Background: an optimization exercise with open tools, aiming at small area. Do not read the settings as production practice. Where RTL was checked, it was by simulation tests only, not by an equivalence proof against the original. For run 2, only the layout was checked, not whether the RTL still works. Power and IR drop assume default switching activity.

**flow/run.sh**
```bash
#!/bin/bash
# synth_recipe.tcl (not shown) runs the flow's synth.tcl, then flattens the netlist and writes it again
# the make line also repeats each setting of config.mk as NAME=value (left out here)
make -C /OpenROAD-flow-scripts/flow DESIGN_CONFIG=/design/flow/config.mk WORK_HOME=/design/flow/orfs CLKGATE_MAP_FILE= SYNTH_SCRIPT=/design/flow/synth_recipe.tcl finish
```
**flow/config.mk**
```make
export PLATFORM = sky130hd
export DESIGN_NAME = ReorderBuffer
export DESIGN_NICKNAME = ReorderBuffer
export VERILOG_FILES = /design/flow/design.v
export SDC_FILE = /design/flow/constraint.sdc
export NUM_CORES = 8
export LEC_CHECK = 0
export CAP_MARGIN = 20
export CORE_MARGIN = 2
export CORE_UTILIZATION = 55
export CTS_BUF_LIST = sky130_fd_sc_hd__clkbuf_4
export CTS_CLUSTER_DIAMETER = 45
export CTS_CLUSTER_SIZE = 9
export PLACE_DENSITY = 0.6
export SLEW_MARGIN = 20
export SYNTH_HIERARCHICAL = 1
```
**flow/constraint.sdc**
```tcl
create_clock -name core_clock -period 12.0 [get_ports {clk}]
set_input_delay 2.4000 -clock core_clock [delete_from_list [all_inputs] [get_ports {clk}]]
set_output_delay 2.4000 -clock core_clock [all_outputs]
set_load 0.01 [all_outputs]
```
**flow/design.v**
```verilog
`timescale 1ns / 1ps
module ROBSel3(
  input   s0, d0,
  input   s1, d1,
  input   s2, d2,
  output  y
);
  assign y = !(s0 & d0 | s1 & d1 | s2 & d2);
endmodule  
module ROBSel2(
  input   s0, d0,
  input   s1, d1,
  output  y
);
  assign y = s0 & d0 | s1 & d1;
endmodule  
module ROBNand4(
  input   a, b, c, d,
  output  y
);
  assign y = !(a & b & c & d);
endmodule  
module ROBNand2(
  input   a, b,
  output  y
);
  assign y = !(a & b);
endmodule  
module ROBOr4(
  input   a, b, c, d,
  output  y
);
  assign y = a | b | c | d;
endmodule  
module ROBMux #(
  parameter W = 1
) (
  input   [31:0]      sel,
  input   [32 * W - 1:0] d,    
  output  [W - 1:0]   y
);
  genvar b, g;
  generate
    for (b = 0; b < W; b = b + 1) begin : g_bit
      wire [9:0] t;
      for (g = 0; g < 10; g = g + 1) begin : g_grp
        ROBSel3 u(
          .s0(sel[3 * g]),     .d0(d[(3 * g) * W + b]),
          .s1(sel[3 * g + 1]), .d1(d[(3 * g + 1) * W + b]),
          .s2(sel[3 * g + 2]), .d2(d[(3 * g + 2) * W + b]),
          .y(t[g])
        );
      end
      wire p;
      ROBSel2 u(
        .s0(sel[30]), .d0(d[30 * W + b]),
        .s1(sel[31]), .d1(d[31 * W + b]),
        .y(p)
      );
      wire [2:0] o;
      ROBNand4 n0(.a(t[0]), .b(t[1]), .c(t[2]), .d(t[3]), .y(o[0]));
      ROBNand4 n1(.a(t[4]), .b(t[5]), .c(t[6]), .d(t[7]), .y(o[1]));
      ROBNand2 n2(.a(t[8]), .b(t[9]), .y(o[2]));
      ROBOr4 r(.a(o[0]), .b(o[1]), .c(o[2]), .d(p), .y(y[b]));
    end
  endgenerate
endmodule  
`timescale 1ns / 1ps
module ReorderBuffer(
  input                   clk,
  input                   rst,
  input                   read_en,
  output                  can_read,
  output      [(5) - 1:0] read_rob_addr_out,
  output                      read_is_branch_taken_out,
  output      [(5) - 1:0]      read_pht_index_out,
  output      [(32) - 1:0]     read_inst_branch_target_out,
  output                      read_mem_write_flag_out,
  output                      read_mem_read_flag_out,
  output                      read_mem_sign_ext_flag_out,
  output      [3:0]           read_mem_sel_out,
  output      [(32) - 1:0]     read_mem_offset_out,
  output                      read_cp0_read_flag_out,
  output                      read_cp0_write_flag_out,
  output      [(8) - 1:0] read_cp0_addr_out,
  output      [(8) - 1:0] read_exception_type_out,
  output      [(6) - 1:0]    read_opgen_out,
  output      [(5) - 1:0]    read_shamt_out,
  output                      read_operand_is_ref_1_out,
  output                      read_operand_is_ref_2_out,
  output      [(32) - 1:0]     read_operand_data_1_out,
  output      [(32) - 1:0]     read_operand_data_2_out,
  output      [(32) - 1:0]     read_pc_out,
  input                   write_en,
  output                  can_write,
  output  [(5) - 1:0] write_rob_addr_out,
  input                   write_reg_write_en_in,
  input   [(5) - 1:0] write_reg_write_addr_in,
  input                   write_is_branch_taken_in,
  input   [(5) - 1:0]      write_pht_index_in,
  input   [(32) - 1:0]     write_inst_branch_target_in,
  input                   write_mem_write_flag_in,
  input                   write_mem_read_flag_in,
  input                   write_mem_sign_ext_flag_in,
  input   [3:0]           write_mem_sel_in,
  input   [(32) - 1:0]     write_mem_offset_in,
  input                   write_cp0_read_flag_in,
  input                   write_cp0_write_flag_in,
  input   [(8) - 1:0] write_cp0_addr_in,
  input   [(8) - 1:0] write_exception_type_in,
  input                   write_is_delayslot_in,
  input   [(6) - 1:0]    write_opgen_in,
  input   [(5) - 1:0]    write_shamt_in,
  input                   write_operand_is_ref_1_in,
  input                   write_operand_is_ref_2_in,
  input   [(32) - 1:0]     write_operand_data_1_in,
  input   [(32) - 1:0]     write_operand_data_2_in,
  input   [(32) - 1:0]     write_pc_in,
  input                   update_en,
  input   [(5) - 1:0] update_addr,
  input   [(32) - 1:0]     update_reg_write_data_in,
  input   [(8) - 1:0] update_exception_type_in,
  input                   commit_en,
  output                  can_commit,
  output                      commit_reg_write_en_out,
  output      [(5) - 1:0] commit_reg_write_addr_out,
  output      [(32) - 1:0]     commit_reg_write_data_out,
  output      [(8) - 1:0] commit_exception_type_out,
  output                      commit_is_delayslot_out,
  output      [(32) - 1:0]     commit_pc_out,
  input                   erase_en,
  input   [(5) - 1:0] erase_from_addr
);
  localparam AW = 5;
  localparam N = (2 ** (5));
  localparam CW = 39;      
  localparam RW = 172;     
  localparam UPD_W = 40;   
  reg [AW:0] head_ptr, read_ptr, tail_ptr;
  wire [AW:0] erase_ptr = {
    erase_from_addr >= head_ptr[AW - 1:0] ? head_ptr[AW] : !head_ptr[AW],
    erase_from_addr
  };
  wire [AW:0] head_ptr_fwd = commit_en ? head_ptr + 1'b1 : head_ptr;
  wire [AW:0] read_ptr_fwd = erase_en ? erase_ptr :
                             read_en ? read_ptr + 1'b1 : read_ptr;
  wire [AW:0] tail_ptr_fwd = erase_en ? erase_ptr :
                             write_en ? tail_ptr + 1'b1 : tail_ptr;
  always @(posedge clk) begin
    if (!rst) begin
      head_ptr <= 0;
      read_ptr <= 0;
      tail_ptr <= 0;
    end
    else begin
      head_ptr <= head_ptr_fwd;
      read_ptr <= read_ptr_fwd;
      tail_ptr <= tail_ptr_fwd;
    end
  end
  wire do_write = write_en && !erase_en;
  wire [CW - 1:0] write_c = {
    write_pc_in, write_is_delayslot_in, write_reg_write_addr_in,
    write_reg_write_en_in
  };
  wire [RW - 1:0] write_r = {
    write_is_branch_taken_in, write_pht_index_in, write_inst_branch_target_in,
    write_mem_write_flag_in, write_mem_read_flag_in, write_mem_sign_ext_flag_in,
    write_mem_sel_in, write_mem_offset_in, write_cp0_read_flag_in,
    write_cp0_write_flag_in, write_cp0_addr_in, write_opgen_in, write_shamt_in,
    write_operand_is_ref_1_in, write_operand_is_ref_2_in,
    write_operand_data_2_in, write_exception_type_in, write_operand_data_1_in
  };
  wire [UPD_W - 1:0] update_d = {
    update_exception_type_in, update_reg_write_data_in
  };
  wire [N - 1:0] wsel, usel, rsel, hsel;
  reg  [N - 1:0] done;
  reg  [CW - 1:0] line_c [N - 1:0];
  reg  [RW - 1:0] line_r [N - 1:0];
  wire [N * (RW + 32) - 1:0] rd_lines;
  wire [N * (CW + UPD_W) - 1:0] cm_lines;
  genvar i;
  generate
    for (i = 0; i < N; i = i + 1) begin : g_line
      assign wsel[i] = do_write && tail_ptr[AW - 1:0] == i;
      assign usel[i] = update_en && update_addr == i;
      assign rsel[i] = read_ptr[AW - 1:0] == i;
      assign hsel[i] = head_ptr[AW - 1:0] == i;
      always @(posedge clk) begin
        if (usel[i]) done[i] <= 1'b1;
        else if (wsel[i]) done[i] <= 1'b0;
      end
      always @(posedge clk) begin
        if (wsel[i]) begin
          line_c[i] <= write_c;
          line_r[i][RW - 1:UPD_W] <= write_r[RW - 1:UPD_W];
        end
        if (wsel[i] || usel[i]) begin
          line_r[i][UPD_W - 1:0] <= ({UPD_W{wsel[i]}} & write_r[UPD_W - 1:0]) |
                                    ({UPD_W{usel[i]}} & update_d);
        end
      end
      assign rd_lines[i * (RW + 32) +: RW + 32] = {line_c[i][CW - 1:CW - 32], line_r[i]};
      assign cm_lines[i * (CW + UPD_W) +: CW + UPD_W] = {line_c[i], line_r[i][UPD_W - 1:0]};
    end
  endgenerate
  wire [RW - 1:0] rd_r;
  wire [31:0]     rd_pc;
  wire [CW - 1:0] cm_c;
  wire [UPD_W - 1:0] cm_u;
  ROBMux #(.W(RW + 32)) rd_mux(.sel(rsel), .d(rd_lines), .y({rd_pc, rd_r}));
  ROBMux #(.W(CW + UPD_W)) cm_mux(.sel(hsel), .d(cm_lines), .y({cm_c, cm_u}));
  assign read_rob_addr_out = read_ptr[AW - 1:0];
  assign {
    read_is_branch_taken_out, read_pht_index_out, read_inst_branch_target_out,
    read_mem_write_flag_out, read_mem_read_flag_out, read_mem_sign_ext_flag_out,
    read_mem_sel_out, read_mem_offset_out, read_cp0_read_flag_out,
    read_cp0_write_flag_out, read_cp0_addr_out, read_opgen_out, read_shamt_out,
    read_operand_is_ref_1_out, read_operand_is_ref_2_out,
    read_operand_data_2_out, read_exception_type_out, read_operand_data_1_out
  } = rd_r;
  assign read_pc_out = rd_pc;
  assign {
    commit_pc_out, commit_is_delayslot_out, commit_reg_write_addr_out,
    commit_reg_write_en_out
  } = cm_c;
  assign {commit_exception_type_out, commit_reg_write_data_out} = cm_u;
  assign write_rob_addr_out = tail_ptr_fwd[AW - 1:0];
  wire foe_head = head_ptr_fwd[AW - 1:0] == tail_ptr_fwd[AW - 1:0];
  wire done_fwd = update_en && head_ptr_fwd[AW - 1:0] == update_addr ? 1'b1 :
                  do_write && head_ptr_fwd == tail_ptr ? 1'b0 :
                  done[head_ptr_fwd[AW - 1:0]];
  assign can_read = read_ptr_fwd != tail_ptr_fwd;
  assign can_write = !(foe_head && head_ptr_fwd != tail_ptr_fwd);
  assign can_commit = head_ptr_fwd != tail_ptr_fwd && done_fwd;
endmodule  
```
==> flow_metrics.tcl, run 1 <==
set metrics [dict create \
    status "finished clean" \
    crit_required_ns 9.60 \
    grt_usage 0.443 \
    synth-seq-area-share 0.791 \
    async_flop_share 0 \
    crit_path_end_kind "output pin" \
    drive_gt1_frac 0.118 \
    worst_slew_pin_slew_ns 1.39 \
    synth-edff-count 6752 \
    syn2layout_area_growth_pct 9.83 \
    hp-class "reg2reg" \
    dr.pass1.iters 28 \
    final_area_mm2 0.283 \
    cap_violations 0 \
    p_leak_nw 88.9 \
    ys_ff_latch 6802 \
    worst_path_most_repeated_cell "buf_4" \
    die_area_mm2 0.474 \
    start_util 0.552 \
    skew_ns 0.153 \
    clk_latency_ns 2.03 \
    fin_ws_ns 1.80 \
    synth_simple_gate_area_frac 0.0315 \
    drtAntennaViolNets 0 \
    first_iter_violations 50300 \
    cts-buffers-inserted 861 \
    cp_slowest_cell "buf_4" \
    clk_path_buf_depth 4 \
    synth_top_family_by_area "compound AO/OA/AOI/OAI gates" \
    final_hold_viol_count 0 \
    final-setup-viol-count 0 \
    post_cts.repair.setup_buffers 0 \
    cpPeakStageDelay_ns 1.05 \
    path_delay_family "buffers and inverters" \
    holdBufCountCts 0 \
    yosys_warnings 9 \
    irDropWorstVdd_mv 0.124 \
    wl_met1_um 352000 \
    die_h_um 688 \
    worst-path-stages 9 \
    yosys.area.top_type_share 0.787 \
    place.gp.congestion 0.947 \
    rows 251 \
    synth_fa_ha_area_frac 0.00112 \
    root_buffer "clkbuf_4" \
    routed_via_density 8.70 \
    synth_cells 13400 \
    met3_wirelength_um 197000 \
    wire_per_inst_um 50.9 \
    powerDensity_mw_per_mm2 145 \
    max_freq_mhz 98.0 \
    place_hpwl_um 525000 \
    vias 185000 \
    antenna_found_initial 153 \
    synth_xor_area_frac 0.00141 \
    fin_crit_sh 0.850 \
    cts.repair.resized 0 \
    crit_fanout 37 \
    crit_chain "ha_1, nand2_1, nor2_4, buf_4, buf_4, a222oi_1, nand4_1, or4_1, clkdlybuf4s50_1" \
    dp_slack_ns 3.62 \
    die_w_um 688 \
    synth_compound_area_frac 0.166 \
    path_buf_inv 3 \
    io_pins 564 \
    grt_start_max_net_pins 99 \
    grt_pass1_wl_um 1440000 \
    grt_pass1_vias 176000 \
    synth_cell_type_count 57 \
    overflow 0 \
    syn_avg_cell_area_um2 19.3 \
    wirelength_um 1080000 \
    timing.setup.tns_ns 0 \
    synth.area.top_cells "edfxtp_1 (79%), a222oi_1 (11%), a22o_1 (5.3%)" \
    rsz0062_at_grt "no" \
    clock-sinks 6802 \
    drv_slew 0 \
    dpl_cell_area_mm2 0.274 \
    nets 15000 \
    cts_tree "done" \
    cp-start-kind "flop" \
    ys.flop_type "edfxtp_1" \
    yosys.area.top_type "edfxtp_1" \
    maxSlewHeadroom 0.0745 \
    timing.hold.ws_ns 0.488 \
    period_needed_ns 10.20 \
    ff2ff_path_depth 5 \
    synth_area_mm2 0.258 \
    syn_nets 13700 \
    arrival_ns 7.80 \
    h-tree-depth 6 \
    drc_errors 0 \
    core_area_mm2 0.467 \
    io_buffers 563 \
    cts.reportedPaths.clkPinSlew_ns 0.10 \
    whs_path_depth 2 \
    top_layer "met5" \
    met2WireLength_um 454000 \
    muxShareOfSynthArea 0.000136 \
    path_class "reg2out" \
    nFillCells 33700 \
]
==> modules after synthesis (local to each module, per instance), a selection <==
module	cell area (µm²)	times used	flops+latches	cells inside
ROBSel2	8.76	283	0	1
ROBSel3	10.0	2830	0	1
ROBNand4	6.26	566	0	1
ROBNand2	3.75	283	0	1
ROBOr4	7.51	283	0	1
ReorderBuffer	220000	1	6802	9132
==> Yosys cell counts, types with 26 or more instances <==
master	count
edfxtp_1	6752
a222oi_1	2830
a22o_1	1563
nand4_1	571
clkbuf_1	461
nand2_1	326
or4_1	283
nor2_1	115
buf_2	77
dfxtp_1	50
inv_1	47
o22ai_1	43
or2_2	28
xnor2_1	26
==> final timing paths <==
kind,startpoint,to,slack (ns)
setup / recovery,head_ptr[1]$_SDFF_PN0_,commit_exception_type_out[3],1.80
setup reg to reg,tail_ptr[2]$_SDFF_PN0_,line_r[20][65]$_DFFE_PP_,6.90
hold / removal,done[4]$_SDFFE_PP1P_,done[4]$_SDFFE_PP1P_,0.49
hold reg to reg,done[4]$_SDFFE_PP1P_,done[4]$_SDFFE_PP1P_,0.49
==> area by class of cell <==
type,instances,area (µm²),share of cell area
tap,6198,7750,0.0274
inverter,53,229,0.000809
clock buffer,936,7030,0.0248
sequential,6802,204000,0.720
clock inverter,138,1470,0.00520
timing repair buffer,1044,9920,0.0351
multi-input combinational,5971,52500,0.185
antenna,134,335,0.00118
==> stage by stage <==
stage / util / std cells / total power, mW
after global routing: 0.606 / 21200 / 41.9
after detailed placement: 0.588 / 20100 / 29.4
final: 0.606 / 21300 / 41.1
after CTS: 0.606 / 21100 / 40.9
after global placement: 0.587 / 20100 / 29.4
after floorplan: - / 13400 / 27.8
==> routing by layer <==
layer  vias up  GRT usage
met5         -     0.0334
met4       101      0.251
met3      4821      0.186
met2     20900      0.631
met1     92800      0.572
li1      66400          -
==> power by group <==
group | internal [mW] | switching (mW)
Sequential | 26.2 | 0.0671
Clock | 4.29 | 7.77
Combinational | 0.816 | 1.94
==> kinds of logic (layout without fill, tap and decap cells) <==
kind of cell               count (synthesis)  count (layout)
muxes                                      3               3
other                                      0             134
buffers and inverters                    604            2171
AOI/OAI and AO/OA                       4492            4492
adders and majority gates                 23              23
xor gates and xnor gates                  40              40
and+or+nand+nor                         1413            1413
DFF                                     6802            6802
==> layout by cell type (no fill, tap or decap), types with 5 or more instances in the layout <==
cell and count:
clkbuf_4 936, nor4_1 5, nor3_2 6, ha_1 19, dfxtp_1 50, clkinv_4 11, buf_4 393, clkinv_2 20
nand2b_1 16, and2_4 13, nand3_1 6, clkinv_1 45, clkinvlp_4 12, nand2_1 326, or2_2 28, clkdlybuf4s50_1 477
xor2_1 13, nor3_4 10, inv_2 18, o22ai_4 8, buf_12 80, nand4_1 571, and2_1 5, nor2_4 91
buf_2 86, a21oi_1 6, or4_1 283, bufinv_16 31, xnor2_1 26, a22o_1 1563, inv_1 47, nor3_1 8
o22ai_1 35, nor2_1 24, o21ai_0 15, a222oi_1 2830, edfxtp_1 6752, diode_2 134
==> registers in the layout, summed over array words and instances, names as in the netlist <==
name	cells
done	32
line_c	1248
tail_ptr	6
read_ptr	6
line_r	5504
head_ptr	6
==> tightest hold or removal path, cell delays in order (launching register included) <==
cell	delay [ns]
dfxtp_1	0.33
inv_1	0.05
o21bai_1	0.06
==> run 2: changes to the inputs <==
--- a/flow/design.v
+++ b/flow/design.v
@@ -12,25 +12,7 @@
   input   s1, d1,
   output  y
 );
-  assign y = s0 & d0 | s1 & d1;
-endmodule  
-module ROBNand4(
-  input   a, b, c, d,
-  output  y
-);
-  assign y = !(a & b & c & d);
-endmodule  
-module ROBNand2(
-  input   a, b,
-  output  y
-);
-  assign y = !(a & b);
-endmodule  
-module ROBOr4(
-  input   a, b, c, d,
-  output  y
-);
-  assign y = a | b | c | d;
+  assign y = !(s0 & d0 | s1 & d1);
 endmodule  
 module ROBMux #(
   parameter W = 1
@@ -42,7 +24,7 @@
   genvar b, g;
   generate
     for (b = 0; b < W; b = b + 1) begin : g_bit
-      wire [9:0] t;
+      wire [10:0] t;
       for (g = 0; g < 10; g = g + 1) begin : g_grp
         ROBSel3 u(
           .s0(sel[3 * g]),     .d0(d[(3 * g) * W + b]),
@@ -51,17 +33,12 @@
           .y(t[g])
         );
       end
-      wire p;
       ROBSel2 u(
         .s0(sel[30]), .d0(d[30 * W + b]),
         .s1(sel[31]), .d1(d[31 * W + b]),
-        .y(p)
+        .y(t[10])
       );
-      wire [2:0] o;
-      ROBNand4 n0(.a(t[0]), .b(t[1]), .c(t[2]), .d(t[3]), .y(o[0]));
-      ROBNand4 n1(.a(t[4]), .b(t[5]), .c(t[6]), .d(t[7]), .y(o[1]));
-      ROBNand2 n2(.a(t[8]), .b(t[9]), .y(o[2]));
-      ROBOr4 r(.a(o[0]), .b(o[1]), .c(o[2]), .d(p), .y(y[b]));
+      assign y[b] = !(&t);
     end
   endgenerate
 endmodule  
--- a/flow/config.mk
+++ b/flow/config.mk
@@ -8,9 +8,6 @@
 export CAP_MARGIN = 20
 export CORE_MARGIN = 2
 export CORE_UTILIZATION = 55
-export CTS_BUF_LIST = sky130_fd_sc_hd__clkbuf_4
-export CTS_CLUSTER_DIAMETER = 45
-export CTS_CLUSTER_SIZE = 9
 export PLACE_DENSITY = 0.6
 export SLEW_MARGIN = 20
 export SYNTH_HIERARCHICAL = 1
==> run 2 against run 1 <==
Still clean on timing, DRC and antenna. Flip-flop and latch count unchanged. Final cell count grew 0.59%. Register-to-register slack lost 0.14 ns. Worst hold slack got worse by 0.0022 ns. Power is 21% higher. Combinational power fell by 1%. Clock skew decreased by 0.10 ns. Design area rose by 4.8%. Clock power increased by about 70%. Via count decreased by 0.87%. Die area increased by 0.41%. Routed wire length decreased by 2.6%. Critical path type unchanged. Critical endpoint is now commit_reg_write_data_out[2].
==> flow_metrics.tcl, run 2 <==
set metrics [dict create \
    syn2layout_area_growth_pct 14.7 \
    intPower_mw 38.5 \
    synth_cells 13400 \
    yosysMostFrequentCell "edfxtp_1" \
    die_h_um 690 \
    irDropWorstVdd_mv 0.170 \
    ys.flop_type "edfxtp_1" \
    hp-class "reg2reg" \
    ff2ff_path_depth 5 \
    grt_pass1_wl_um 1410000 \
    yosys.area.top_type_share 0.784 \
    cts_tree "done" \
    rsz0062_at_grt "no" \
    fin_crit_sh 0.768 \
    swShare 0.225 \
    grt_pass1_vias 175000 \
    cp-start-kind "flop" \
    max_freq_mhz 109 \
    hold_path_end "done[30]$_SDFFE_PP1P_" \
    overflow 0 \
    drv_slew 0 \
    io_pins 564 \
    holdCritStartpoint "done[30]$_SDFFE_PP1P_" \
    p_seq_frac 0.530 \
    crit_required_ns 9.60 \
    root_buffer "clkbuf_16" \
    synth-seq-area-share 0.788 \
    ys_ff_latch 6802 \
    drive_gt1_frac 0.126 \
    cts.reportedPaths.clkPinSlew_ns 0.06 \
    wire_per_inst_um 49.3 \
    drc_errors 0 \
    nFillCells 32600 \
    arrival_ns 6.81 \
    largest_registers "line_r: 5504 flops, line_c: 1248 flops, done: 32 flops" \
    synth.area.top_cells "edfxtp_1 (78%), a222oi_1 (11%), a22o_1 (4.3%)" \
    r2r_start "tail_ptr[2]$_SDFF_PN0_" \
    vias 183000 \
    die_area_mm2 0.476 \
    r2r-end "line_r[22][67]$_DFFE_PP_" \
    synth_area_mm2 0.259 \
    synth_cell_type_count 57 \
    crit_fanout 32 \
    multi_input_area_mm2 0.0535 \
    drtAntennaViolNets 0 \
    final-setup-viol-count 0 \
    worst_path_most_repeated_cell "buf_4" \
    path_class "reg2out" \
    p_leak_nw 93.1 \
    combinationalPowerShare 0.055 \
    grt_usage 0.430 \
    place_hpwl_um 512000 \
    rows 251 \
    core_area_mm2 0.468 \
    clock-sinks 6802 \
    cap_violations 0 \
    async_flop_share 0 \
    skew_ns 0.0534 \
    yosys.area.top_type "edfxtp_1" \
    die_w_um 690 \
    powerDensity_mw_per_mm2 167 \
    dr.pass1.iters 17 \
    mostFrequentLayoutCell "edfxtp_1" \
    worst_slew_pin_slew_ns 1.46 \
    wirelength_um 1050000 \
    yosys-top-cells-count "edfxtp_1 (6752), a222oi_1 (2830), a22o_1 (1280)" \
    whs_path_depth 2 \
    post_cts.repair.setup_buffers 0 \
    clk_latency_ns 1.16 \
    syn_nets 13700 \
    layout_common_cells "edfxtp_1 (6752), a222oi_1 (2830), a22o_1 (1280)" \
    power.switching_mw 11.2 \
    crit_chain "inv_1, ha_1, nand2_1, nor2_4, buf_4, buf_4, a222oi_1, nand3_1, or3_1, clkdlybuf4s50_1" \
    power_frac_clock 0.416 \
    cts-buffers-inserted 682 \
    holdBufCountCts 0 \
    reg2reg_slack_ns 6.76 \
    maxSlewHeadroom 0.0258 \
    syn_avg_cell_area_um2 19.3 \
    cpPeakStageDelay_ns 1.03 \
    start_util 0.553 \
    place.gp.congestion 0.937 \
    crit_path_end_kind "output pin" \
    status "finished clean" \
    regMostFlops "line_r" \
    ff_latch_area_mm2 0.204 \
    nets 14800 \
    clk_path_buf_depth 4 \
    cts.repair.resized 0 \
    cp_slowest_cell "nor2_4" \
    period_needed_ns 9.21 \
    finalCoreUtilization 0.634 \
    synth-edff-count 6752 \
    h-tree-depth 6 \
    grt_start_max_net_pins 107 \
    antenna_found_initial 132 \
    yosys_warnings 9 \
    power_mw 49.7 \
    first_iter_violations 50900 \
    routed_via_density 8.57 \
    final_hold_viol_count 0 \
    io_buffers 563 \
    largest_register_ffs 5504 \
    timing.setup.tns_ns 0 \
]
[run 2: through the flow]
| stage | instances | cell area [µm²] | setup WS (ns) | hold slack, ns |
|---|---|---|---|---|
| floorplan | 13400 | 259000 | 0.941 | 0.427 |
| global placement | 20000 | 275000 | 2.93 | 0.474 |
| detailed placement | 20100 | 275000 | 3.02 | 0.470 |
| CTS | 21300 | 297000 | 2.98 | 0.480 |
| global route | 21300 | 296000 | 2.73 | 0.505 |
| finish | 21400 | 297000 | 2.79 | 0.486 |
[run 2: cell type report]
class                      count  share of cell area
antenna                      105            0.000886
clock buffer                 851              0.0603
clock inverter               387              0.0113
inverter                      53            0.000772
multi-input combinational   5971               0.180
sequential                  6802               0.687
tap                         6198              0.0261
timing repair buffer        1034              0.0332
[run 2: how the worst max path moves through the flow]
stage,from,end,slack (ns),cells past startpoint
floorplan,read_ptr[2]$_SDFF_PN0_,read_cp0_addr_out[0],0.94,6
global placement,commit_en,can_commit,2.93,8
detailed placement,commit_en,can_commit,3.02,8
CTS,commit_en,can_commit,2.98,8
global route,commit_en,can_commit,2.73,8
finish,head_ptr[1]$_SDFF_PN0_,commit_reg_write_data_out[2],2.79,10
[run 2: power groups by stage]
stage	Sequential (mW)	Clock (mW)	Combinational (mW)
CTS	26.3	20.6	2.61
finish	26.3	20.6	2.72
global route	26.3	21.6	2.74
global placement	26.8	0	2.56
floorplan	26.8	0	1.01
detailed placement	26.8	0	2.60
[run 2: cells by family after synthesis]
kind of cell / Yosys count / share of synthesized area
XOR/XNOR: 40 / 0.00141
AO/OA/AOI/OAI: 4492 / 0.169
multiplexers: 3 / 0.000135
adder cells (fa/ha/maj): 23 / 0.00111
AND/OR/NAND/NOR: 1413 / 0.0314
flip-flops: 6802 / 0.788
buffers and inverters: 604 / 0.00931
[run 2: modules after synthesis, one instance, submodules excluded, a selection]
module | flops+latches | cells | area (µm²) | copies in the design
ROBSel2 | 0 | 1 | 12.5 | 283
ROBSel3 | 0 | 1 | 10.0 | 2830
ReorderBuffer | 6802 | 9132 | 220000 | 1
[run 2: metal layers]
layer	wire, µm	GRT usage
met4	71600	0.235
met1	351000	0.569
met2	441000	0.610
met5	971	0.0102
met3	189000	0.174
[run 2: worst max-delay path: cells and delay by family (launching register included)]
| family | cells | cell delay, ns |
|---|---|---|
| adder cells (fa/ha/maj) | 1 | 0.22 |
| AND/OR/NAND/NOR | 4 | 1.88 |
| AO/OA/AOI/OAI | 1 | 0.29 |
| flip-flops | 1 | 0.52 |
| buffers and inverters | 4 | 2.63 |

[separate check: timing with driven ports]
The results above use ideal ports. As a check the final layouts listed here were re-extracted and re-timed, cells and wires unchanged.
Step 1 sets driving cells, clkbuf_16 on the clock port and buf_2 on the other inputs (assumed; they add their load-dependent delay and slew).
Step 2 also shifts input and output timing later by t, the mid clock arrival at the registers, as if the neighbouring blocks saw the same clock.
Three values: ideal, step 1, step 2; two values: the first two.
run	t, ns	setup WS [ns]	worst data-port slew with drivers (ns)	pins driven straight from the clock port
run 1	2.093	1.796 / 1.666 / 3.470	0.40	1
run 2	1.272	2.785 / 2.652 / 2.870	0.36	1
After both steps every run listed still meets setup and hold.
